Source: an optimization exercise on an open RTL-to-GDS flow (aim: small area and a short achievable clock period). Production flows keep margins and buffers that such runs may drop.
The RTL of this run was laid out without a check of its function.
In this run the design's own scripts or RTL, not TritonCTS, make the clock network.
The flow treats the clock pin as an ideal source. Dropping or thinning the clock tree relies on that and would not hold on a real chip.
Power and IR drop assume default switching activity.

File: flow/config.mk
export PLATFORM = sky130hd
export DESIGN_NAME = alu_top
export DESIGN_NICKNAME = alu_top
export VERILOG_FILES = /design/flow/design.v
export SDC_FILE = /design/flow/constraint.sdc
export NUM_CORES = 4
export LEC_CHECK = 0
export CAP_MARGIN = 20
export CORE_MARGIN = 2
export CORE_UTILIZATION = 40
export SLEW_MARGIN = 20
export SYNTH_HIERARCHICAL = 1
File: flow/constraint.sdc
create_clock -name core_clock -period 14.5 [get_ports {clk}]
set_input_delay 2.9000 -clock core_clock [delete_from_list [all_inputs] [get_ports {clk}]]
set_output_delay 2.9000 -clock core_clock [all_outputs]
set_load 0.01 [all_outputs]
File: flow/design.v
module alu_top(clk, a, b, op, out, carry_out, over_flow, zero);
input clk;
input [31:0] a, b;
input [2:0] op;
output reg [31:0] out;
output reg carry_out, over_flow, zero;
reg [31:0] a_r, b_r;
reg [2:0] op_r;
wire [31:0] alu_out;
wire alu_carry_out, alu_over_flow, alu_zero;
ALU alu_core(a_r, b_r, op_r, alu_out, alu_carry_out, alu_over_flow, alu_zero);
always @(posedge clk) begin
	a_r <= a;
	b_r <= b;
	op_r <= op;
	out <= alu_out;
	carry_out <= alu_carry_out;
	over_flow <= alu_over_flow;
	zero <= alu_zero;
end
endmodule

module lf_and2(a, b, y);
input a, b;
output y;
assign y = a & b;
endmodule
module lf_aoi21(a, b, c, y);
input a, b, c;
output y;
assign y = ~((a & b) | c);
endmodule
module lf_inv(a, y);
input a;
output y;
assign y = ~a;
endmodule
module lf_mux2(s, a, b, y);
input s, a, b;
output y;
assign y = s ? b : a;
endmodule
module lf_mux2i(s, a, b, y);
input s, a, b;
output y;
assign y = ~(s ? b : a);
endmodule
module lf_nand2(a, b, y);
input a, b;
output y;
assign y = ~(a & b);
endmodule
module lf_nand4(a, b, c, d, y);
input a, b, c, d;
output y;
assign y = ~(a & b & c & d);
endmodule
module lf_nandn(a, b, y);
input a, b;
output y;
assign y = ~(~a & b);
endmodule
module lf_nor2(a, b, y);
input a, b;
output y;
assign y = ~(a | b);
endmodule
module lf_oai21(a, b, c, y);
input a, b, c;
output y;
assign y = ~((a | b) & c);
endmodule
module lf_oai22(a, b, c, d, y);
input a, b, c, d;
output y;
assign y = ~((a | b) & (c | d));
endmodule
module lf_xnor2(a, b, y);
input a, b;
output y;
assign y = ~(a ^ b);
endmodule
module lf_xor2(a, b, y);
input a, b;
output y;
assign y = a ^ b;
endmodule
module ALU(a, b, addr, out, carry_out, over_flow, zero);
input [31:0] a, b;
input [2:0] addr;
output [31:0] out;
output carry_out, over_flow, zero;
wire op3 = (addr == 3'd3);
wire bi  = (addr == 3'd1) | op3;             
wire inv = (addr == 3'd5) | (addr == 3'd6);  
wire ci  = bi | inv;                         
wire cin_n = ~ci;
wire epn = (addr == 3'd3) | (addr == 3'd4) | (addr == 3'd5);  
wire egn = ~addr[2];                                           
wire ec  = (addr == 3'd0) | (addr == 3'd1);
wire ecn = ~ec;
wire q_1;
wire q_2;
wire q_3;
wire q_4;
wire q_5;
wire q_6;
wire q_7;
wire q_8;
wire q_9;
wire q_10;
wire q_11;
wire q_12;
wire q_13;
wire q_14;
wire q_15;
wire q_16;
wire q_17;
wire q_18;
wire q_19;
wire q_20;
wire q_21;
wire q_22;
wire q_23;
wire q_24;
wire q_25;
wire q_26;
wire q_27;
wire q_28;
wire q_29;
wire q_30;
wire q_31;
wire q_32;
wire bin_33;
wire bin_34;
wire bin_35;
wire bin_36;
wire bin_37;
wire bin_38;
wire bin_39;
wire bin_40;
wire pn_41;
wire pn_42;
wire pn_43;
wire pn_44;
wire pn_45;
wire pn_46;
wire pn_47;
wire pn_48;
wire pn_49;
wire pn_50;
wire pn_51;
wire pn_52;
wire pn_53;
wire pn_54;
wire pn_55;
wire pn_56;
wire pn_57;
wire pn_58;
wire pn_59;
wire pn_60;
wire pn_61;
wire pn_62;
wire pn_63;
wire pn_64;
wire pn_65;
wire pn_66;
wire pn_67;
wire pn_68;
wire pn_69;
wire pn_70;
wire pn_71;
wire pn_72;
wire gn_73;
wire gn_74;
wire gn_75;
wire gn_76;
wire gn_77;
wire gn_78;
wire gn_79;
wire gn_80;
wire gn_81;
wire gn_82;
wire gn_83;
wire gn_84;
wire gn_85;
wire gn_86;
wire gn_87;
wire gn_88;
wire gn_89;
wire gn_90;
wire gn_91;
wire gn_92;
wire gn_93;
wire gn_94;
wire gn_95;
wire gn_96;
wire gn_97;
wire gn_98;
wire gn_99;
wire gn_100;
wire gn_101;
wire gn_102;
wire gn_103;
wire gn_104;
wire G_105;
wire G_106;
wire G_107;
wire G_108;
wire G_109;
wire P_110;
wire G_111;
wire P_112;
wire G_113;
wire P_114;
wire G_115;
wire P_116;
wire G_117;
wire P_118;
wire G_119;
wire P_120;
wire G_121;
wire P_122;
wire G_123;
wire P_124;
wire G_125;
wire P_126;
wire G_127;
wire P_128;
wire G_129;
wire P_130;
wire G_131;
wire P_132;
wire G_133;
wire P_134;
wire G_135;
wire P_136;
wire G_137;
wire P_138;
wire G_139;
wire G_140;
wire P_141;
wire G_142;
wire P_143;
wire G_144;
wire P_145;
wire G_146;
wire P_147;
wire G_148;
wire P_149;
wire G_150;
wire P_151;
wire G_152;
wire P_153;
wire G_154;
wire G_155;
wire P_156;
wire G_157;
wire P_158;
wire G_159;
wire P_160;
wire G_161;
wire G_162;
wire P_163;
wire G_164;
wire i_165;
wire G_166;
wire i_167;
wire G_168;
wire G_169;
wire G_170;
wire i_171;
wire G_172;
wire G_173;
wire G_174;
wire G_175;
wire G_176;
wire i_177;
wire G_178;
wire G_179;
wire i_180;
wire G_181;
wire G_182;
wire G_183;
wire G_184;
wire G_185;
wire i_186;
wire G_187;
wire G_188;
wire G_189;
wire G_190;
wire i_191;
wire G_192;
wire G_193;
wire G_194;
wire G_195;
wire i_196;
wire G_197;
wire G_198;
wire L_199;
wire L_200;
wire kn_201;
wire M_202;
wire L_203;
wire k_204;
wire M_205;
wire L_206;
wire M_207;
wire L_208;
wire M_209;
wire L_210;
wire M_211;
wire L_212;
wire M_213;
wire L_214;
wire M_215;
wire L_216;
wire M_217;
wire L_218;
wire M_219;
wire L_220;
wire M_221;
wire L_222;
wire M_223;
wire L_224;
wire M_225;
wire L_226;
wire M_227;
wire L_228;
wire M_229;
wire L_230;
wire M_231;
wire L_232;
wire kn_233;
wire M_234;
wire L_235;
wire k_236;
wire M_237;
wire L_238;
wire M_239;
wire L_240;
wire M_241;
wire L_242;
wire M_243;
wire L_244;
wire M_245;
wire L_246;
wire M_247;
wire L_248;
wire M_249;
wire L_250;
wire M_251;
wire L_252;
wire M_253;
wire L_254;
wire M_255;
wire L_256;
wire M_257;
wire L_258;
wire M_259;
wire L_260;
wire M_261;
wire L_262;
wire M_263;
wire L_264;
wire M_265;
wire z_266;
wire z_267;
wire z_268;
wire z_269;
wire z_270;
wire z_271;
wire z_272;
wire z_273;
wire z_274;
wire z_275;
wire z_276;
wire z_277;
wire z_278;
wire z_279;
wire z_280;
wire z_281;
wire z_282;
wire z_283;
wire z_284;
wire z_285;
wire z_286;
wire z_287;
wire mb0;
wire c31 = G_198;
wire c32 = G_164;
wire p31 = ~pn_72;
wire k1 = (op3 & ~p31) | inv;
wire k0 = (op3 & p31) | inv;
wire m1 = (ec & ci) | k1;
wire m0 = (ec & ci) | k0;
assign carry_out = c32 ^ inv;
assign over_flow = c31 ^ c32;
  lf_xnor2 u0 (.a(a[0]), .b(b[0]), .y(q_1));
  lf_xnor2 u1 (.a(a[1]), .b(b[1]), .y(q_2));
  lf_xnor2 u2 (.a(a[2]), .b(b[2]), .y(q_3));
  lf_xnor2 u3 (.a(a[3]), .b(b[3]), .y(q_4));
  lf_xnor2 u4 (.a(a[4]), .b(b[4]), .y(q_5));
  lf_xnor2 u5 (.a(a[5]), .b(b[5]), .y(q_6));
  lf_xnor2 u6 (.a(a[6]), .b(b[6]), .y(q_7));
  lf_xnor2 u7 (.a(a[7]), .b(b[7]), .y(q_8));
  lf_xnor2 u8 (.a(a[8]), .b(b[8]), .y(q_9));
  lf_xnor2 u9 (.a(a[9]), .b(b[9]), .y(q_10));
  lf_xnor2 u10 (.a(a[10]), .b(b[10]), .y(q_11));
  lf_xnor2 u11 (.a(a[11]), .b(b[11]), .y(q_12));
  lf_xnor2 u12 (.a(a[12]), .b(b[12]), .y(q_13));
  lf_xnor2 u13 (.a(a[13]), .b(b[13]), .y(q_14));
  lf_xnor2 u14 (.a(a[14]), .b(b[14]), .y(q_15));
  lf_xnor2 u15 (.a(a[15]), .b(b[15]), .y(q_16));
  lf_xnor2 u16 (.a(a[16]), .b(b[16]), .y(q_17));
  lf_xnor2 u17 (.a(a[17]), .b(b[17]), .y(q_18));
  lf_xnor2 u18 (.a(a[18]), .b(b[18]), .y(q_19));
  lf_xnor2 u19 (.a(a[19]), .b(b[19]), .y(q_20));
  lf_xnor2 u20 (.a(a[20]), .b(b[20]), .y(q_21));
  lf_xnor2 u21 (.a(a[21]), .b(b[21]), .y(q_22));
  lf_xnor2 u22 (.a(a[22]), .b(b[22]), .y(q_23));
  lf_xnor2 u23 (.a(a[23]), .b(b[23]), .y(q_24));
  lf_xnor2 u24 (.a(a[24]), .b(b[24]), .y(q_25));
  lf_xnor2 u25 (.a(a[25]), .b(b[25]), .y(q_26));
  lf_xnor2 u26 (.a(a[26]), .b(b[26]), .y(q_27));
  lf_xnor2 u27 (.a(a[27]), .b(b[27]), .y(q_28));
  lf_xnor2 u28 (.a(a[28]), .b(b[28]), .y(q_29));
  lf_xnor2 u29 (.a(a[29]), .b(b[29]), .y(q_30));
  lf_xnor2 u30 (.a(a[30]), .b(b[30]), .y(q_31));
  lf_xnor2 u31 (.a(a[31]), .b(b[31]), .y(q_32));
  lf_nandn u32 (.a(addr[2]), .b(addr[0]), .y(bin_33));
  lf_nandn u33 (.a(addr[2]), .b(addr[0]), .y(bin_34));
  lf_nandn u34 (.a(addr[2]), .b(addr[0]), .y(bin_35));
  lf_nandn u35 (.a(addr[2]), .b(addr[0]), .y(bin_36));
  lf_nandn u36 (.a(addr[2]), .b(addr[0]), .y(bin_37));
  lf_nandn u37 (.a(addr[2]), .b(addr[0]), .y(bin_38));
  lf_nandn u38 (.a(addr[2]), .b(addr[0]), .y(bin_39));
  lf_nandn u39 (.a(addr[2]), .b(addr[0]), .y(bin_40));
  lf_xnor2 u40 (.a(q_1), .b(bin_33), .y(pn_41));
  lf_xnor2 u41 (.a(q_2), .b(bin_33), .y(pn_42));
  lf_xnor2 u42 (.a(q_3), .b(bin_33), .y(pn_43));
  lf_xnor2 u43 (.a(q_4), .b(bin_33), .y(pn_44));
  lf_xnor2 u44 (.a(q_5), .b(bin_34), .y(pn_45));
  lf_xnor2 u45 (.a(q_6), .b(bin_34), .y(pn_46));
  lf_xnor2 u46 (.a(q_7), .b(bin_34), .y(pn_47));
  lf_xnor2 u47 (.a(q_8), .b(bin_34), .y(pn_48));
  lf_xnor2 u48 (.a(q_9), .b(bin_35), .y(pn_49));
  lf_xnor2 u49 (.a(q_10), .b(bin_35), .y(pn_50));
  lf_xnor2 u50 (.a(q_11), .b(bin_35), .y(pn_51));
  lf_xnor2 u51 (.a(q_12), .b(bin_35), .y(pn_52));
  lf_xnor2 u52 (.a(q_13), .b(bin_36), .y(pn_53));
  lf_xnor2 u53 (.a(q_14), .b(bin_36), .y(pn_54));
  lf_xnor2 u54 (.a(q_15), .b(bin_36), .y(pn_55));
  lf_xnor2 u55 (.a(q_16), .b(bin_36), .y(pn_56));
  lf_xnor2 u56 (.a(q_17), .b(bin_37), .y(pn_57));
  lf_xnor2 u57 (.a(q_18), .b(bin_37), .y(pn_58));
  lf_xnor2 u58 (.a(q_19), .b(bin_37), .y(pn_59));
  lf_xnor2 u59 (.a(q_20), .b(bin_37), .y(pn_60));
  lf_xnor2 u60 (.a(q_21), .b(bin_38), .y(pn_61));
  lf_xnor2 u61 (.a(q_22), .b(bin_38), .y(pn_62));
  lf_xnor2 u62 (.a(q_23), .b(bin_38), .y(pn_63));
  lf_xnor2 u63 (.a(q_24), .b(bin_38), .y(pn_64));
  lf_xnor2 u64 (.a(q_25), .b(bin_39), .y(pn_65));
  lf_xnor2 u65 (.a(q_26), .b(bin_39), .y(pn_66));
  lf_xnor2 u66 (.a(q_27), .b(bin_39), .y(pn_67));
  lf_xnor2 u67 (.a(q_28), .b(bin_39), .y(pn_68));
  lf_xnor2 u68 (.a(q_29), .b(bin_40), .y(pn_69));
  lf_xnor2 u69 (.a(q_30), .b(bin_40), .y(pn_70));
  lf_xnor2 u70 (.a(q_31), .b(bin_40), .y(pn_71));
  lf_xnor2 u71 (.a(q_32), .b(bin_40), .y(pn_72));
  lf_nand2 u72 (.a(a[0]), .b(pn_41), .y(gn_73));
  lf_nand2 u73 (.a(a[1]), .b(pn_42), .y(gn_74));
  lf_nand2 u74 (.a(a[2]), .b(pn_43), .y(gn_75));
  lf_nand2 u75 (.a(a[3]), .b(pn_44), .y(gn_76));
  lf_nand2 u76 (.a(a[4]), .b(pn_45), .y(gn_77));
  lf_nand2 u77 (.a(a[5]), .b(pn_46), .y(gn_78));
  lf_nand2 u78 (.a(a[6]), .b(pn_47), .y(gn_79));
  lf_nand2 u79 (.a(a[7]), .b(pn_48), .y(gn_80));
  lf_nand2 u80 (.a(a[8]), .b(pn_49), .y(gn_81));
  lf_nand2 u81 (.a(a[9]), .b(pn_50), .y(gn_82));
  lf_nand2 u82 (.a(a[10]), .b(pn_51), .y(gn_83));
  lf_nand2 u83 (.a(a[11]), .b(pn_52), .y(gn_84));
  lf_nand2 u84 (.a(a[12]), .b(pn_53), .y(gn_85));
  lf_nand2 u85 (.a(a[13]), .b(pn_54), .y(gn_86));
  lf_nand2 u86 (.a(a[14]), .b(pn_55), .y(gn_87));
  lf_nand2 u87 (.a(a[15]), .b(pn_56), .y(gn_88));
  lf_nand2 u88 (.a(a[16]), .b(pn_57), .y(gn_89));
  lf_nand2 u89 (.a(a[17]), .b(pn_58), .y(gn_90));
  lf_nand2 u90 (.a(a[18]), .b(pn_59), .y(gn_91));
  lf_nand2 u91 (.a(a[19]), .b(pn_60), .y(gn_92));
  lf_nand2 u92 (.a(a[20]), .b(pn_61), .y(gn_93));
  lf_nand2 u93 (.a(a[21]), .b(pn_62), .y(gn_94));
  lf_nand2 u94 (.a(a[22]), .b(pn_63), .y(gn_95));
  lf_nand2 u95 (.a(a[23]), .b(pn_64), .y(gn_96));
  lf_nand2 u96 (.a(a[24]), .b(pn_65), .y(gn_97));
  lf_nand2 u97 (.a(a[25]), .b(pn_66), .y(gn_98));
  lf_nand2 u98 (.a(a[26]), .b(pn_67), .y(gn_99));
  lf_nand2 u99 (.a(a[27]), .b(pn_68), .y(gn_100));
  lf_nand2 u100 (.a(a[28]), .b(pn_69), .y(gn_101));
  lf_nand2 u101 (.a(a[29]), .b(pn_70), .y(gn_102));
  lf_nand2 u102 (.a(a[30]), .b(pn_71), .y(gn_103));
  lf_nand2 u103 (.a(a[31]), .b(pn_72), .y(gn_104));
  lf_nor2 u104 (.a(b[0]), .b(ci), .y(G_105));
  lf_mux2i u105 (.s(b[0]), .a(bi), .b(inv), .y(G_106));
  lf_mux2 u106 (.s(a[0]), .a(G_106), .b(G_105), .y(G_107));
  lf_oai21 u107 (.a(pn_42), .b(G_107), .c(gn_74), .y(G_108));
  lf_oai21 u108 (.a(pn_44), .b(gn_75), .c(gn_76), .y(G_109));
  lf_nor2 u109 (.a(pn_44), .b(pn_43), .y(P_110));
  lf_oai21 u110 (.a(pn_46), .b(gn_77), .c(gn_78), .y(G_111));
  lf_nor2 u111 (.a(pn_46), .b(pn_45), .y(P_112));
  lf_oai21 u112 (.a(pn_48), .b(gn_79), .c(gn_80), .y(G_113));
  lf_nor2 u113 (.a(pn_48), .b(pn_47), .y(P_114));
  lf_oai21 u114 (.a(pn_50), .b(gn_81), .c(gn_82), .y(G_115));
  lf_nor2 u115 (.a(pn_50), .b(pn_49), .y(P_116));
  lf_oai21 u116 (.a(pn_52), .b(gn_83), .c(gn_84), .y(G_117));
  lf_nor2 u117 (.a(pn_52), .b(pn_51), .y(P_118));
  lf_oai21 u118 (.a(pn_54), .b(gn_85), .c(gn_86), .y(G_119));
  lf_nor2 u119 (.a(pn_54), .b(pn_53), .y(P_120));
  lf_oai21 u120 (.a(pn_56), .b(gn_87), .c(gn_88), .y(G_121));
  lf_nor2 u121 (.a(pn_56), .b(pn_55), .y(P_122));
  lf_oai21 u122 (.a(pn_58), .b(gn_89), .c(gn_90), .y(G_123));
  lf_nor2 u123 (.a(pn_58), .b(pn_57), .y(P_124));
  lf_oai21 u124 (.a(pn_60), .b(gn_91), .c(gn_92), .y(G_125));
  lf_nor2 u125 (.a(pn_60), .b(pn_59), .y(P_126));
  lf_oai21 u126 (.a(pn_62), .b(gn_93), .c(gn_94), .y(G_127));
  lf_nor2 u127 (.a(pn_62), .b(pn_61), .y(P_128));
  lf_oai21 u128 (.a(pn_64), .b(gn_95), .c(gn_96), .y(G_129));
  lf_nor2 u129 (.a(pn_64), .b(pn_63), .y(P_130));
  lf_oai21 u130 (.a(pn_66), .b(gn_97), .c(gn_98), .y(G_131));
  lf_nor2 u131 (.a(pn_66), .b(pn_65), .y(P_132));
  lf_oai21 u132 (.a(pn_68), .b(gn_99), .c(gn_100), .y(G_133));
  lf_nor2 u133 (.a(pn_68), .b(pn_67), .y(P_134));
  lf_oai21 u134 (.a(pn_70), .b(gn_101), .c(gn_102), .y(G_135));
  lf_nor2 u135 (.a(pn_70), .b(pn_69), .y(P_136));
  lf_oai21 u136 (.a(pn_72), .b(gn_103), .c(gn_104), .y(G_137));
  lf_nor2 u137 (.a(pn_72), .b(pn_71), .y(P_138));
  lf_aoi21 u138 (.a(P_110), .b(G_108), .c(G_109), .y(G_139));
  lf_aoi21 u139 (.a(P_114), .b(G_111), .c(G_113), .y(G_140));
  lf_nand2 u140 (.a(P_114), .b(P_112), .y(P_141));
  lf_aoi21 u141 (.a(P_118), .b(G_115), .c(G_117), .y(G_142));
  lf_nand2 u142 (.a(P_118), .b(P_116), .y(P_143));
  lf_aoi21 u143 (.a(P_122), .b(G_119), .c(G_121), .y(G_144));
  lf_nand2 u144 (.a(P_122), .b(P_120), .y(P_145));
  lf_aoi21 u145 (.a(P_126), .b(G_123), .c(G_125), .y(G_146));
  lf_nand2 u146 (.a(P_126), .b(P_124), .y(P_147));
  lf_aoi21 u147 (.a(P_130), .b(G_127), .c(G_129), .y(G_148));
  lf_nand2 u148 (.a(P_130), .b(P_128), .y(P_149));
  lf_aoi21 u149 (.a(P_134), .b(G_131), .c(G_133), .y(G_150));
  lf_nand2 u150 (.a(P_134), .b(P_132), .y(P_151));
  lf_aoi21 u151 (.a(P_138), .b(G_135), .c(G_137), .y(G_152));
  lf_nand2 u152 (.a(P_138), .b(P_136), .y(P_153));
  lf_oai21 u153 (.a(P_141), .b(G_139), .c(G_140), .y(G_154));
  lf_oai21 u154 (.a(P_145), .b(G_142), .c(G_144), .y(G_155));
  lf_nor2 u155 (.a(P_145), .b(P_143), .y(P_156));
  lf_oai21 u156 (.a(P_149), .b(G_146), .c(G_148), .y(G_157));
  lf_nor2 u157 (.a(P_149), .b(P_147), .y(P_158));
  lf_oai21 u158 (.a(P_153), .b(G_150), .c(G_152), .y(G_159));
  lf_nor2 u159 (.a(P_153), .b(P_151), .y(P_160));
  lf_aoi21 u160 (.a(P_156), .b(G_154), .c(G_155), .y(G_161));
  lf_aoi21 u161 (.a(P_160), .b(G_157), .c(G_159), .y(G_162));
  lf_nand2 u162 (.a(P_160), .b(P_158), .y(P_163));
  lf_oai21 u163 (.a(P_163), .b(G_161), .c(G_162), .y(G_164));
  lf_inv u164 (.a(G_161), .y(i_165));
  lf_aoi21 u165 (.a(P_158), .b(i_165), .c(G_157), .y(G_166));
  lf_inv u166 (.a(G_154), .y(i_167));
  lf_oai21 u167 (.a(P_143), .b(i_167), .c(G_142), .y(G_168));
  lf_oai21 u168 (.a(P_147), .b(G_161), .c(G_146), .y(G_169));
  lf_oai21 u169 (.a(P_151), .b(G_166), .c(G_150), .y(G_170));
  lf_inv u170 (.a(G_139), .y(i_171));
  lf_aoi21 u171 (.a(P_112), .b(i_171), .c(G_111), .y(G_172));
  lf_aoi21 u172 (.a(P_116), .b(G_154), .c(G_115), .y(G_173));
  lf_aoi21 u173 (.a(P_120), .b(G_168), .c(G_119), .y(G_174));
  lf_aoi21 u174 (.a(P_124), .b(i_165), .c(G_123), .y(G_175));
  lf_aoi21 u175 (.a(P_128), .b(G_169), .c(G_127), .y(G_176));
  lf_inv u176 (.a(G_166), .y(i_177));
  lf_aoi21 u177 (.a(P_132), .b(i_177), .c(G_131), .y(G_178));
  lf_aoi21 u178 (.a(P_136), .b(G_170), .c(G_135), .y(G_179));
  lf_inv u179 (.a(G_108), .y(i_180));
  lf_oai21 u180 (.a(pn_43), .b(i_180), .c(gn_75), .y(G_181));
  lf_oai21 u181 (.a(pn_45), .b(G_139), .c(gn_77), .y(G_182));
  lf_oai21 u182 (.a(pn_47), .b(G_172), .c(gn_79), .y(G_183));
  lf_oai21 u183 (.a(pn_49), .b(i_167), .c(gn_81), .y(G_184));
  lf_oai21 u184 (.a(pn_51), .b(G_173), .c(gn_83), .y(G_185));
  lf_inv u185 (.a(G_168), .y(i_186));
  lf_oai21 u186 (.a(pn_53), .b(i_186), .c(gn_85), .y(G_187));
  lf_oai21 u187 (.a(pn_55), .b(G_174), .c(gn_87), .y(G_188));
  lf_oai21 u188 (.a(pn_57), .b(G_161), .c(gn_89), .y(G_189));
  lf_oai21 u189 (.a(pn_59), .b(G_175), .c(gn_91), .y(G_190));
  lf_inv u190 (.a(G_169), .y(i_191));
  lf_oai21 u191 (.a(pn_61), .b(i_191), .c(gn_93), .y(G_192));
  lf_oai21 u192 (.a(pn_63), .b(G_176), .c(gn_95), .y(G_193));
  lf_oai21 u193 (.a(pn_65), .b(G_166), .c(gn_97), .y(G_194));
  lf_oai21 u194 (.a(pn_67), .b(G_178), .c(gn_99), .y(G_195));
  lf_inv u195 (.a(G_170), .y(i_196));
  lf_oai21 u196 (.a(pn_69), .b(i_196), .c(gn_101), .y(G_197));
  lf_oai21 u197 (.a(pn_71), .b(G_179), .c(gn_103), .y(G_198));
  lf_oai22 u198 (.a(pn_41), .b(epn), .c(gn_73), .d(egn), .y(L_199));
  lf_xor2 u199 (.a(L_199), .b(mb0), .y(out[0]));
  lf_oai22 u200 (.a(pn_42), .b(epn), .c(gn_74), .d(egn), .y(L_200));
  lf_mux2i u201 (.s(G_164), .a(k0), .b(k1), .y(kn_201));
  lf_oai21 u202 (.a(G_107), .b(ecn), .c(kn_201), .y(M_202));
  lf_xor2 u203 (.a(L_200), .b(M_202), .y(out[1]));
  lf_oai22 u204 (.a(pn_43), .b(epn), .c(gn_75), .d(egn), .y(L_203));
  lf_mux2 u205 (.s(G_164), .a(k0), .b(k1), .y(k_204));
  lf_aoi21 u206 (.a(G_108), .b(ec), .c(k_204), .y(M_205));
  lf_xnor2 u207 (.a(L_203), .b(M_205), .y(out[2]));
  lf_oai22 u208 (.a(pn_44), .b(epn), .c(gn_76), .d(egn), .y(L_206));
  lf_aoi21 u209 (.a(G_181), .b(ec), .c(k_204), .y(M_207));
  lf_xnor2 u210 (.a(L_206), .b(M_207), .y(out[3]));
  lf_oai22 u211 (.a(pn_45), .b(epn), .c(gn_77), .d(egn), .y(L_208));
  lf_oai21 u212 (.a(G_139), .b(ecn), .c(kn_201), .y(M_209));
  lf_xor2 u213 (.a(L_208), .b(M_209), .y(out[4]));
  lf_oai22 u214 (.a(pn_46), .b(epn), .c(gn_78), .d(egn), .y(L_210));
  lf_aoi21 u215 (.a(G_182), .b(ec), .c(k_204), .y(M_211));
  lf_xnor2 u216 (.a(L_210), .b(M_211), .y(out[5]));
  lf_oai22 u217 (.a(pn_47), .b(epn), .c(gn_79), .d(egn), .y(L_212));
  lf_oai21 u218 (.a(G_172), .b(ecn), .c(kn_201), .y(M_213));
  lf_xor2 u219 (.a(L_212), .b(M_213), .y(out[6]));
  lf_oai22 u220 (.a(pn_48), .b(epn), .c(gn_80), .d(egn), .y(L_214));
  lf_aoi21 u221 (.a(G_183), .b(ec), .c(k_204), .y(M_215));
  lf_xnor2 u222 (.a(L_214), .b(M_215), .y(out[7]));
  lf_oai22 u223 (.a(pn_49), .b(epn), .c(gn_81), .d(egn), .y(L_216));
  lf_aoi21 u224 (.a(G_154), .b(ec), .c(k_204), .y(M_217));
  lf_xnor2 u225 (.a(L_216), .b(M_217), .y(out[8]));
  lf_oai22 u226 (.a(pn_50), .b(epn), .c(gn_82), .d(egn), .y(L_218));
  lf_aoi21 u227 (.a(G_184), .b(ec), .c(k_204), .y(M_219));
  lf_xnor2 u228 (.a(L_218), .b(M_219), .y(out[9]));
  lf_oai22 u229 (.a(pn_51), .b(epn), .c(gn_83), .d(egn), .y(L_220));
  lf_oai21 u230 (.a(G_173), .b(ecn), .c(kn_201), .y(M_221));
  lf_xor2 u231 (.a(L_220), .b(M_221), .y(out[10]));
  lf_oai22 u232 (.a(pn_52), .b(epn), .c(gn_84), .d(egn), .y(L_222));
  lf_aoi21 u233 (.a(G_185), .b(ec), .c(k_204), .y(M_223));
  lf_xnor2 u234 (.a(L_222), .b(M_223), .y(out[11]));
  lf_oai22 u235 (.a(pn_53), .b(epn), .c(gn_85), .d(egn), .y(L_224));
  lf_aoi21 u236 (.a(G_168), .b(ec), .c(k_204), .y(M_225));
  lf_xnor2 u237 (.a(L_224), .b(M_225), .y(out[12]));
  lf_oai22 u238 (.a(pn_54), .b(epn), .c(gn_86), .d(egn), .y(L_226));
  lf_aoi21 u239 (.a(G_187), .b(ec), .c(k_204), .y(M_227));
  lf_xnor2 u240 (.a(L_226), .b(M_227), .y(out[13]));
  lf_oai22 u241 (.a(pn_55), .b(epn), .c(gn_87), .d(egn), .y(L_228));
  lf_oai21 u242 (.a(G_174), .b(ecn), .c(kn_201), .y(M_229));
  lf_xor2 u243 (.a(L_228), .b(M_229), .y(out[14]));
  lf_oai22 u244 (.a(pn_56), .b(epn), .c(gn_88), .d(egn), .y(L_230));
  lf_aoi21 u245 (.a(G_188), .b(ec), .c(k_204), .y(M_231));
  lf_xnor2 u246 (.a(L_230), .b(M_231), .y(out[15]));
  lf_oai22 u247 (.a(pn_57), .b(epn), .c(gn_89), .d(egn), .y(L_232));
  lf_mux2i u248 (.s(G_164), .a(k0), .b(k1), .y(kn_233));
  lf_oai21 u249 (.a(G_161), .b(ecn), .c(kn_233), .y(M_234));
  lf_xor2 u250 (.a(L_232), .b(M_234), .y(out[16]));
  lf_oai22 u251 (.a(pn_58), .b(epn), .c(gn_90), .d(egn), .y(L_235));
  lf_mux2 u252 (.s(G_164), .a(k0), .b(k1), .y(k_236));
  lf_aoi21 u253 (.a(G_189), .b(ec), .c(k_236), .y(M_237));
  lf_xnor2 u254 (.a(L_235), .b(M_237), .y(out[17]));
  lf_oai22 u255 (.a(pn_59), .b(epn), .c(gn_91), .d(egn), .y(L_238));
  lf_oai21 u256 (.a(G_175), .b(ecn), .c(kn_233), .y(M_239));
  lf_xor2 u257 (.a(L_238), .b(M_239), .y(out[18]));
  lf_oai22 u258 (.a(pn_60), .b(epn), .c(gn_92), .d(egn), .y(L_240));
  lf_aoi21 u259 (.a(G_190), .b(ec), .c(k_236), .y(M_241));
  lf_xnor2 u260 (.a(L_240), .b(M_241), .y(out[19]));
  lf_oai22 u261 (.a(pn_61), .b(epn), .c(gn_93), .d(egn), .y(L_242));
  lf_aoi21 u262 (.a(G_169), .b(ec), .c(k_236), .y(M_243));
  lf_xnor2 u263 (.a(L_242), .b(M_243), .y(out[20]));
  lf_oai22 u264 (.a(pn_62), .b(epn), .c(gn_94), .d(egn), .y(L_244));
  lf_aoi21 u265 (.a(G_192), .b(ec), .c(k_236), .y(M_245));
  lf_xnor2 u266 (.a(L_244), .b(M_245), .y(out[21]));
  lf_oai22 u267 (.a(pn_63), .b(epn), .c(gn_95), .d(egn), .y(L_246));
  lf_oai21 u268 (.a(G_176), .b(ecn), .c(kn_233), .y(M_247));
  lf_xor2 u269 (.a(L_246), .b(M_247), .y(out[22]));
  lf_oai22 u270 (.a(pn_64), .b(epn), .c(gn_96), .d(egn), .y(L_248));
  lf_aoi21 u271 (.a(G_193), .b(ec), .c(k_236), .y(M_249));
  lf_xnor2 u272 (.a(L_248), .b(M_249), .y(out[23]));
  lf_oai22 u273 (.a(pn_65), .b(epn), .c(gn_97), .d(egn), .y(L_250));
  lf_oai21 u274 (.a(G_166), .b(ecn), .c(kn_233), .y(M_251));
  lf_xor2 u275 (.a(L_250), .b(M_251), .y(out[24]));
  lf_oai22 u276 (.a(pn_66), .b(epn), .c(gn_98), .d(egn), .y(L_252));
  lf_aoi21 u277 (.a(G_194), .b(ec), .c(k_236), .y(M_253));
  lf_xnor2 u278 (.a(L_252), .b(M_253), .y(out[25]));
  lf_oai22 u279 (.a(pn_67), .b(epn), .c(gn_99), .d(egn), .y(L_254));
  lf_oai21 u280 (.a(G_178), .b(ecn), .c(kn_233), .y(M_255));
  lf_xor2 u281 (.a(L_254), .b(M_255), .y(out[26]));
  lf_oai22 u282 (.a(pn_68), .b(epn), .c(gn_100), .d(egn), .y(L_256));
  lf_aoi21 u283 (.a(G_195), .b(ec), .c(k_236), .y(M_257));
  lf_xnor2 u284 (.a(L_256), .b(M_257), .y(out[27]));
  lf_oai22 u285 (.a(pn_69), .b(epn), .c(gn_101), .d(egn), .y(L_258));
  lf_aoi21 u286 (.a(G_170), .b(ec), .c(k_236), .y(M_259));
  lf_xnor2 u287 (.a(L_258), .b(M_259), .y(out[28]));
  lf_oai22 u288 (.a(pn_70), .b(epn), .c(gn_102), .d(egn), .y(L_260));
  lf_aoi21 u289 (.a(G_197), .b(ec), .c(k_236), .y(M_261));
  lf_xnor2 u290 (.a(L_260), .b(M_261), .y(out[29]));
  lf_oai22 u291 (.a(pn_71), .b(epn), .c(gn_103), .d(egn), .y(L_262));
  lf_oai21 u292 (.a(G_179), .b(ecn), .c(kn_233), .y(M_263));
  lf_xor2 u293 (.a(L_262), .b(M_263), .y(out[30]));
  lf_oai22 u294 (.a(pn_72), .b(epn), .c(gn_104), .d(egn), .y(L_264));
  lf_aoi21 u295 (.a(G_198), .b(ec), .c(k_236), .y(M_265));
  lf_xnor2 u296 (.a(L_264), .b(M_265), .y(out[31]));
  lf_nor2 u297 (.a(out[0]), .b(out[1]), .y(z_266));
  lf_nor2 u298 (.a(out[2]), .b(out[3]), .y(z_267));
  lf_nor2 u299 (.a(out[4]), .b(out[5]), .y(z_268));
  lf_nor2 u300 (.a(out[6]), .b(out[7]), .y(z_269));
  lf_nor2 u301 (.a(out[8]), .b(out[9]), .y(z_270));
  lf_nor2 u302 (.a(out[10]), .b(out[11]), .y(z_271));
  lf_nor2 u303 (.a(out[12]), .b(out[13]), .y(z_272));
  lf_nor2 u304 (.a(out[14]), .b(out[15]), .y(z_273));
  lf_nor2 u305 (.a(out[16]), .b(out[17]), .y(z_274));
  lf_nor2 u306 (.a(out[18]), .b(out[19]), .y(z_275));
  lf_nor2 u307 (.a(out[20]), .b(out[21]), .y(z_276));
  lf_nor2 u308 (.a(out[22]), .b(out[23]), .y(z_277));
  lf_nor2 u309 (.a(out[24]), .b(out[25]), .y(z_278));
  lf_nor2 u310 (.a(out[26]), .b(out[27]), .y(z_279));
  lf_nor2 u311 (.a(out[28]), .b(out[29]), .y(z_280));
  lf_nor2 u312 (.a(out[30]), .b(out[31]), .y(z_281));
  lf_nand4 u313 (.a(z_266), .b(z_267), .c(z_268), .d(z_269), .y(z_282));
  lf_nand4 u314 (.a(z_270), .b(z_271), .c(z_272), .d(z_273), .y(z_283));
  lf_nand4 u315 (.a(z_274), .b(z_275), .c(z_276), .d(z_277), .y(z_284));
  lf_nand4 u316 (.a(z_278), .b(z_279), .c(z_280), .d(z_281), .y(z_285));
  lf_nor2 u317 (.a(z_282), .b(z_283), .y(z_286));
  lf_nor2 u318 (.a(z_284), .b(z_285), .y(z_287));
  lf_and2 u319 (.a(z_286), .b(z_287), .y(zero));
lf_mux2 um (.s(c32), .a(m0), .b(m1), .y(mb0));   
endmodule
File: flow/flow/run.sh
#!/bin/bash
# The standard layout (standard.sh) with these changes to how it is made:
#  - the port buffers are sky130 buf_1 rather than the resizer's default pick;
#  - before floorplanning every combinational cell is set to drive strength 1
#    (flow/downsize.tcl), so only the resizer's timing repair sizes cells up;
#  - the timing repair aims at a setup slack margin of SETUP_MARGIN ns;
#  - the clock port drives MCTS_K buffers that each drive the flip-flops of
#    one region (flow/cts_hook.tcl), instead of TritonCTS's two-level tree.
# Each tool's output goes to ORFS's own per-step logs under orfs/logs; make's
# output goes to standard.log.
export BUFFER_PORTS_ARGS="-buffer_cell sky130_fd_sc_hd__buf_1"
export SETUP_SLACK_MARGIN=${SETUP_MARGIN:-10.7}
export PRE_FLOORPLAN_TCL=$PWD/flow/downsize.tcl
export MCTS_K=${MCTS_K:-4}
export MCTS_CELL=${MCTS_CELL:-sky130_fd_sc_hd__buf_12}
export PRE_CTS_TCL=$PWD/flow/cts_hook.tcl
bash standard.sh > standard.log 2>&1
File: flow/flow/cts_hook.tcl
# Clock distribution with one level of buffers: the clock port drives
# K buffer cells, each driving the flip-flops of one region of the
# core (the flip-flops split into K groups of equal size by position).
proc manual_cts {K {cell sky130_fd_sc_hd__clkbuf_16}} {
  set block [ord::get_db_block]
  set clknet [$block findNet clk]
  set master [[ord::get_db] findMaster $cell]
  set sinks {}
  foreach it [$clknet getITerms] {
    set inst [$it getInst]
    set xy [$inst getLocation]
    lappend sinks [list $it [lindex $xy 0] [lindex $xy 1]]
  }
  # split along the longer side of the sinks' bounding box
  set xs [lsort -integer [lmap s $sinks {lindex $s 1}]]
  set ys [lsort -integer [lmap s $sinks {lindex $s 2}]]
  set idx [expr {([lindex $xs end] - [lindex $xs 0]) >= ([lindex $ys end] - [lindex $ys 0]) ? 1 : 2}]
  set sinks [lsort -integer -index $idx $sinks]
  set n [llength $sinks]
  for {set g 0} {$g < $K} {incr g} {
    set lo [expr {$g * $n / $K}]
    set hi [expr {($g + 1) * $n / $K - 1}]
    set grp [lrange $sinks $lo $hi]
    set inst [odb::dbInst_create $block $master "clkbuf_m_$g"]
    set net [odb::dbNet_create $block "clk_m_$g"]
    $net setSigType CLOCK
    [$inst findITerm A] connect $clknet
    [$inst findITerm X] connect $net
    set sx 0; set sy 0
    foreach s $grp {
      set it [lindex $s 0]
      $it disconnect
      $it connect $net
      incr sx [lindex $s 1]; incr sy [lindex $s 2]
    }
    set m [llength $grp]
    $inst setLocation [expr {$sx / $m}] [expr {$sy / $m}]
    $inst setPlacementStatus PLACED
  }
}

# Used as the PRE_CTS hook of the standard flow: build the one-level clock
# distribution here, then let cts.tcl go on (detailed placement, timing
# repair) with TritonCTS's own tree building turned into a no-op.
manual_cts $::env(MCTS_K) $::env(MCTS_CELL)
set_propagated_clock [all_clocks]
rename clock_tree_synthesis tritoncts_clock_tree_synthesis
proc clock_tree_synthesis {args} {
  puts "cts_hook.tcl: clock_tree_synthesis skipped (one-level clock buffers built in the PRE_CTS hook)"
}
File: flow/flow/downsize.tcl
# Start placement from the smallest drive of every combinational cell that
# synthesis sized up; the timing repair later in the flow sizes up again only
# the cells on paths that need it. Flip-flops are left as synthesis made them.
set db [ord::get_db]
set n 0
foreach inst [[ord::get_db_block] getInsts] {
  set m [[$inst getMaster] getName]
  if {[regexp {^(sky130_fd_sc_hd__([a-z0-9]+))_([0-9]+)$} $m -> base kind sz] && $sz > 1
      && ![string match df* $kind] && ![string match sdf* $kind] && ![string match dl* $kind]} {
    set nm [$db findMaster ${base}_1]
    if {$nm ne "NULL"} {
      $inst swapMaster $nm
      incr n
    }
  }
}
puts "downsize.tcl: $n cells set to drive strength 1"
File: flow/standard.sh
#!/bin/bash
# synth_recipe.tcl (not shown) runs the flow's synth.tcl, then flattens the netlist and writes it again
# the make line also repeats each setting of config.mk as NAME=value (left out here)
make -C /OpenROAD-flow-scripts/flow DESIGN_CONFIG=/design/flow/config.mk WORK_HOME=/design/flow/orfs CLKGATE_MAP_FILE= SYNTH_SCRIPT=/design/flow/synth_recipe.tcl "${@:-finish}"
==> notes.md <==
==> state kept, by name, indices dropped and copies added, names as in the netlist <==
signal,cells
zero,1
a_r,32
b_r,32
carry_out,1
op_r,3
out,32
over_flow,1
==> metal layers <==
| layer | vias up | global-route usage [%] | routed length, um |
|---|---|---|---|
| met5 | - | 0 | 0 |
| met4 | 0 | 1.429 | 86 |
| met3 | 6 | 0.8658 | 356 |
| met2 | 88 | 27.42 | 4205 |
| met1 | 1481 | 21.10 | 4191 |
| li1 | 1742 | - | - |
==> stage by stage <==
stage	total power (uW)	hold slack [ns]	util (%)	area [um^2]	cells
after floorplan	506.8	0.6068	-	4118	444
after global routing	738.7	0.7154	48.27	4893	690
after detailed placement	575.1	0.6554	46.18	4682	683
final	690.9	0.6680	48.27	4893	690
after global placement	573.3	0.6492	46.18	4682	683
after CTS	689.5	0.6718	47.33	4798	688
==> cells in the final DEF (no fill, tap or decap), types with 2 or more instances in the layout <==
cell type,instances
sky130_fd_sc_hd__a21o_1,2
sky130_fd_sc_hd__a21oi_1,35
sky130_fd_sc_hd__a21oi_4,2
sky130_fd_sc_hd__buf_1,102
sky130_fd_sc_hd__buf_12,5
sky130_fd_sc_hd__buf_4,3
sky130_fd_sc_hd__dfxtp_1,99
sky130_fd_sc_hd__dfxtp_2,2
sky130_fd_sc_hd__inv_1,11
sky130_fd_sc_hd__mux2_1,2
sky130_fd_sc_hd__nand2_1,43
sky130_fd_sc_hd__nand2b_1,5
sky130_fd_sc_hd__nand2b_2,3
sky130_fd_sc_hd__nand4_1,4
sky130_fd_sc_hd__nor2_1,37
sky130_fd_sc_hd__o21ai_0,4
sky130_fd_sc_hd__o21ai_1,46
sky130_fd_sc_hd__o21ai_2,4
sky130_fd_sc_hd__o22ai_1,32
sky130_fd_sc_hd__xnor2_1,85
sky130_fd_sc_hd__xor2_1,14
==> cell type report <==
class	instances	area, um^2	area share (%)
Multi-Input combinational cell	330	2121	43.34
Sequential cell	102	2048	41.86
Timing Repair Buffer	106	425.4	8.693
Tap cell	136	170.2	3.477
Buffer	4	80.08	1.636
Inverter	12	48.80	0.9972
==> how the worst min path moves through the flow <==
stage,startpoint,to,slack [ns],depth (start not counted)
2_1_floorplan,op_r[2]$_DFF_P_,carry_out$_DFF_P_,0.61,2
3_3_place_gp,a_r[5]$_DFF_P_,out[5]$_DFF_P_,0.65,3
3_5_place_dp,a_r[3]$_DFF_P_,out[3]$_DFF_P_,0.66,3
4_1_cts,a_r[3]$_DFF_P_,out[3]$_DFF_P_,0.67,3
5_1_grt,a_r[11]$_DFF_P_,out[11]$_DFF_P_,0.72,3
6_report,a_r[5]$_DFF_P_,out[5]$_DFF_P_,0.67,3
==> power breakdown <==
part | internal (uW) | switching (uW) | total, uW
Sequential | 329 | 20.6 | 349
Clock | 45.0 | 67.4 | 112
Combinational | 91.2 | 138 | 229
Total | 465 | 226 | 691
==> repair_timing <==
action                                  4_1_cts  5_1_grt
endpoints found under the setup margin       32        1
pin swaps                                     1        3
gates resized for setup                       9       17
buffers inserted                              1        2
==> report_table.html <==
<table>
<tr><th>Metric</th><th>Value</th></tr>
<tr><th colspan="2">STA</th></tr>
<tr><td>Period minus WS final</td><td>3.562 ns</td></tr>
<tr><td>PnR worst setup slack</td><td>10.94 ns</td></tr>
<tr><td>Setup repair after global routing missed its margin</td><td>no</td></tr>
<tr><td>Number of failing setup endpoints in the final timing report</td><td>0</td></tr>
<tr><td>Remaining max-slew budget at the tightest pin</td><td>52.03%</td></tr>
<tr><td>Clk_skew</td><td>between 0.005 and 0.006 ns</td></tr>
<tr><td>Max-slew violation count</td><td>0</td></tr>
<tr><td>Transition time at the pin with the least slew margin</td><td>~0.7 ns</td></tr>
<tr><td>Fmax</td><td>between 0.2 and 0.3 GHz</td></tr>
<tr><td>Period utilisation layout</td><td>between 20% and 30%</td></tr>
<tr><td>Post-Route Setup TNS</td><td>0 ns</td></tr>
<tr><td>Final hold violation count</td><td>0</td></tr>
<tr><th colspan="2">Place</th></tr>
<tr><td>Final weighted congestion in routability-driven placement</td><td>0.8979</td></tr>
<tr><td>Half-perimeter wire length of the detailed placement result</td><td>a little under 7000 um</td></tr>
<tr><td>Number of buffers added on ports</td><td>about 100</td></tr>
<tr><td>Setup WS pre-CTS</td><td>roughly 10 ns</td></tr>
<tr><th colspan="2">Global routing</th></tr>
<tr><td>Number of global-route vias before repair</td><td>3,120</td></tr>
<tr><td>GRT Resource Usage Total</td><td>between 15 and 20%</td></tr>
<tr><td>Global-route wire length before repair</td><td>14,280 um</td></tr>
<tr><td>Largest net degree at the start of global routing</td><td>34</td></tr>
<tr><td>Number of antenna violations at the first check in global routing</td><td>0</td></tr>
<tr><td>Leftover overflow at the end of global routing</td><td>0</td></tr>
<tr><th colspan="2">Drt</th></tr>
<tr><td>Post-Route WL</td><td>slightly below 9000 um</td></tr>
<tr><td>Number of design rule violations left after detail routing</td><td>0</td></tr>
<tr><td>Number of optimization iterations in the first detailed-route pass</td><td>4</td></tr>
<tr><td>Vias</td><td>roughly 3,300</td></tr>
<tr><td>Count of antenna-violating nets left after detailed routing</td><td>0</td></tr>
<tr><td>WL/cell</td><td>about 13 um</td></tr>
<tr><td>Drt via density</td><td>~4.8</td></tr>
<tr><td>Violation count after the first detailed-route iteration</td><td>110</td></tr>
<tr><th colspan="2">Pwr</th></tr>
<tr><td>Peak supply drop</td><td>roughly 0.06 mV</td></tr>
<tr><td>Static leakage power</td><td>between 0.0015 and 0.002 uW</td></tr>
<tr><td>Power per cell area</td><td>141.2 nW/um^2</td></tr>
<tr><th colspan="2">Outcome</th></tr>
<tr><td>Run status</td><td>timing/DRC/antenna clean</td></tr>
<tr><th colspan="2">CTS</th></tr>
<tr><td>Post-CTS clock slew at the launch and capture registers of the worst setup and hold paths</td><td>roughly 0.10 ns</td></tr>
<tr><td>Clock Latency Late Sink</td><td>about 0.13 ns</td></tr>
<tr><td>CTS Hold Bufs</td><td>0</td></tr>
<tr><th colspan="2">Critical path</th></tr>
<tr><td>End of the worst register-to-register path</td><td>zero$_DFF_P_</td></tr>
<tr><td>Slowest library cell on the worst path</td><td>sky130_fd_sc_hd__dfxtp_1</td></tr>
<tr><td>Required time at the endpoint of the critical path</td><td>roughly 12 ns</td></tr>
<tr><td>Worst Path Arrival</td><td>0.66 ns</td></tr>
<tr><td>Worst Path Buf+Inv</td><td>1</td></tr>
<tr><td>Ordered cell list for the critical path</td><td>buf_1</td></tr>
<tr><td>Startpoint of the most critical setup path</td><td>out[6]$_DFF_P_</td></tr>
<tr><td>CP delay by family, top</td><td>flip-flops</td></tr>
<tr><td>Element type at the critical path start</td><td>flip-flop</td></tr>
<tr><td>Depth of the most critical reg-to-reg path</td><td>17</td></tr>
<tr><td>Setup slack of the worst register-to-register path</td><td>11.05 ns</td></tr>
<tr><td>Critical Path Max Stage Delay</td><td>between 0.3 and 0.4 ns</td></tr>
<tr><td>Highest fanout seen on the critical path</td><td>1</td></tr>
<tr><td>Startpoint of the most critical register-to-register path</td><td>op_r[0]$_DFF_P_</td></tr>
<tr><td>CP Depth</td><td>1</td></tr>
<tr><td>Class of the most critical setup path</td><td>reg2out</td></tr>
<tr><td>Kind of capture point of the worst setup path</td><td>output port</td></tr>
<tr><td>Termination of the worst setup path</td><td>out[6]</td></tr>
<tr><th colspan="2">Floorplanning</th></tr>
<tr><td>Effective utilization at floorplan</td><td>40.61%</td></tr>
<tr><td>Horizontal die dimension</td><td>105.5 um</td></tr>
<tr><td>Core ar.</td><td>10,140 um^2</td></tr>
<tr><td>Number of top-level pins</td><td>103</td></tr>
<tr><td>Die footprint</td><td>11,120 um^2</td></tr>
<tr><td>Number of rows created at floorplan</td><td>37</td></tr>
<tr><td>Die H</td><td>around 110 um</td></tr>
<tr><th colspan="2">Logic synthesis</th></tr>
<tr><td>Synthesized netlist cell count</td><td>roughly 440</td></tr>
<tr><td>Synthesized Nets</td><td>512</td></tr>
<tr><td>Yosys warning total</td><td>7</td></tr>
<tr><th colspan="2">Worst hold path</th></tr>
<tr><td>Worst Hold Class</td><td>reg2reg</td></tr>
<tr><th colspan="2">Cells and area</th></tr>
<tr><td>Antenna cell count</td><td>0</td></tr>
<tr><td>Share of cells above drive strength 1</td><td>under 10%</td></tr>
<tr><td>Fill cells</td><td>between 1,000 and 1,500</td></tr>
<tr><td>Number of nets in the layout</td><td>624</td></tr>
<tr><th colspan="2">Run</th></tr>
<tr><td>Max Cap Violations</td><td>0</td></tr>
</table>

## afterwards: timing with drivers on the ports
In the flow no input, the clock included, has a driving cell. The finished layout below was timed again as built, in two steps. Step 1, drivers: a clkbuf_16 drives clk and a buf_2 each remaining input, both assumed. Step 2 adds t to the input delays and takes it off the output delays; t is the mean of the earliest and latest rising clock arrival at the registers after step 1. Input paths then give back, and output paths get back, about the clock's delay inside the block. a / b / c = ideal ports / drivers / drivers and shift; a / b = the first two.
t (ns): 0.206
slack for setup (ns): 10.938 / 10.861 / 11.046
worst hold slack (ns): 0.668 / 0.668 / 0.668
worst setup path at the end: register to register
clock arrival spread, ns: 0.006 / 0.006
After both steps this run still meets setup and hold. For this run, drivers alone change the setup slack by -0.077 ns; drivers and shift together by +0.108 ns.
